Background: an optimization exercise with open tools, aiming at small area and a short achievable clock period. Do not read the settings as production practice. Only simulation tests tie the RTL to the original design; equivalence was not proved.

Design LEGLiteSingle, start of the top module:
module LEGLiteSingle(
	output [15:0] iaddr,    
	output [15:0] daddr,    
	output        dwrite,   
	output        dread,    
	output [15:0] dwdata,   
	output [15:0] alu_out,  
	input         clock,
	input  [15:0] idata,    
	input  [15:0] ddata,    
	input         reset
	);
wire [6:0] sel1, sel2, we;
wire imm_b, reg_b, is_andi, not_andi, is_ld, is_st, is_cbz;
leg_decode u_dec(.idata(idata), .sel1(sel1), .sel2(sel2), .we(we), .imm_b(imm_b), .reg_b(reg_b),
	.is_andi(is_andi), .not_andi(not_andi), .is_ld(is_ld), .is_st(is_st), .is_cbz(is_cbz));
reg [15:0] r0, r1, r2, r3, r4, r5, r6;
wire [15:0] imm = {{10{idata[11]}}, idata[11:6]};
wire [5:0] m6 = {6{is_andi}} & ~idata[11:6];
wire [15:0] m = {{10{m6[5]}}, m6};
wire [15:0] rdata1, rdata2, opb, result, wdata;
wire not_ld = ~is_ld;
genvar i;
generate
	for (i = 0; i < 16; i = i + 1) begin : g_bit
		wire [6:0] d = {r6[i], r5[i], r4[i], r3[i], r2[i], r1[i], r0[i]};
		leg_rd1 u_rd1(.s(sel1), .d(d), .y(rdata1[i]));
		leg_rd2 u_rd2(.s(sel2), .d(d), .imm(imm[i]), .imm_b(imm_b), .reg_b(reg_b),
			.a(rdata1[i]), .m(m[i]), .y(rdata2[i]), .b(opb[i]));
		leg_wmux u_wm(.ld(is_ld), .nld(not_ld), .d(ddata[i]), .r(result[i]), .y(wdata[i]));
	end
endgenerate
  ...
==> flow/config.mk <==
export PLATFORM = sky130hd
export DESIGN_NAME = LEGLiteSingle
export DESIGN_NICKNAME = LEGLiteSingle
export VERILOG_FILES = /design/flow/design.v
export SDC_FILE = /design/flow/constraint.sdc
export NUM_CORES = 4
export LEC_CHECK = 0
export CAP_MARGIN = 20
export CORE_MARGIN = 2
export CORE_UTILIZATION = 40
export SETUP_SLACK_MARGIN = 3
export SLEW_MARGIN = 20
export SYNTH_HIERARCHICAL = 1
==> flow/constraint.sdc <==
create_clock -name core_clock -period 10.0 [get_ports {clock}]
set_input_delay 2.0000 -clock core_clock [delete_from_list [all_inputs] [get_ports {clock}]]
set_output_delay 2.0000 -clock core_clock [all_outputs]
set_load 0.01 [all_outputs]
standard.sh (not shown) runs the stock make flow with config.mk's settings and CLKGATE_MAP_FILE= SYNTH_SCRIPT=/design/flow/synth_recipe.tcl, a recipe that flattens the netlist after the stock synthesis.
==> flow/flow/run.sh <==
#!/bin/bash
# The standard ORFS layout with these changes:
#  - port buffers are buf_1 instead of the delay cell buffer_ports picks;
#  - after floorplan, logic cells that synthesis upsized are set back to their
#    smallest size (flow/downsize.tcl), so that repair upsizes only what
#    timing needs;
#  - clock tree from clkbuf_4 in clusters at most 30 um across, without dummy loads.
# ORFS writes each step's log under orfs/logs/; make's own output goes to
# standard.log.
set -euo pipefail
HERE=$(pwd)
bash standard.sh \
  "BUFFER_PORTS_ARGS=-buffer_cell sky130_fd_sc_hd__buf_1" \
  "POST_FLOORPLAN_TCL=$HERE/flow/downsize.tcl" \
  "CTS_ARGS=-sink_clustering_enable -repair_clock_nets -buf_list sky130_fd_sc_hd__clkbuf_4 -dont_use_dummy_load -sink_clustering_max_diameter 30" \
  finish > standard.log 2>&1
==> flow/flow/downsize.tcl <==
# Resize every logic cell that synthesis upsized back to its smallest drive
# strength; later repair steps upsize only what timing needs.
set n_down 0
foreach inst [[ord::get_db_block] getInsts] {
  set m [[$inst getMaster] getName]
  if {[string match "*df*" $m] || [string match "*conb*" $m] || [string match "*tap*" $m]} { continue }
  if {![regexp {^(sky130_fd_sc_hd__[a-z0-9]+)_([0-9]+)$} $m -> base drive]} { continue }
  foreach d {0 1 2} {
    if {$d >= $drive} { break }
    set cand ${base}_$d
    set lc [get_lib_cells -quiet */$cand]
    if {$lc == ""} { continue }
    if {[get_property $lc dont_use]} { continue }
    replace_cell [$inst getName] $cand
    incr n_down
    break
  }
}
puts "downsize: $n_down cells downsized"
Rerun with:
--- a/flow/config.mk
+++ b/flow/config.mk
@@ -10,3 +10,3 @@
 export CORE_UTILIZATION = 40
-export SETUP_SLACK_MARGIN = 3
+export SETUP_SLACK_MARGIN = 2.8
 export SLEW_MARGIN = 20
Outcome: The changed run completed without violations. Worst setup slack got worse by 0.11 ns. Design area decreases by 2.5%. Die area stays the same. Flip-flop and latch count does not change. Routed wire length drops by 1.5%. Register-to-register slack improves by 0.03 ns. Clock-buffer cell count does not change. Via count shrinks by 0.48%. Maximum frequency falls by 1.6%. Utilization went down by 1.1 points. Final cell count went down by 1.2%.

## afterwards: timing with drivers on the ports
How much do the figures lean on ideal ports? The routed layouts below were timed once more, with nothing changed but the port constraints.
Step 1 assumes that a clkbuf_16 drives the clock port and a buf_2 every other input.
Step 2 moves the port delays by t, midway between the first and last clock arrival at a register: inputs arrive t later, outputs are due t later. That takes back most of the time a late clock gives input paths.
Three values: ideal, step 1, step 2; two values: the first two.
run | t, ns | slack for setup (ns) | hold slack, ns | worst setup path at the end
the first run | 0.557 | 3.093 / 3.070 / 3.047 | 0.548 / 0.548 / 0.548 | input to register
the second run | 0.554 | 2.983 / 2.959 / 2.959 | 0.548 / 0.548 / 0.548 | input to output
After both steps setup and hold are still met in every run listed. For the first run, which loses most, drivers alone change the setup slack by -0.023 ns; drivers and shift together by -0.046 ns.
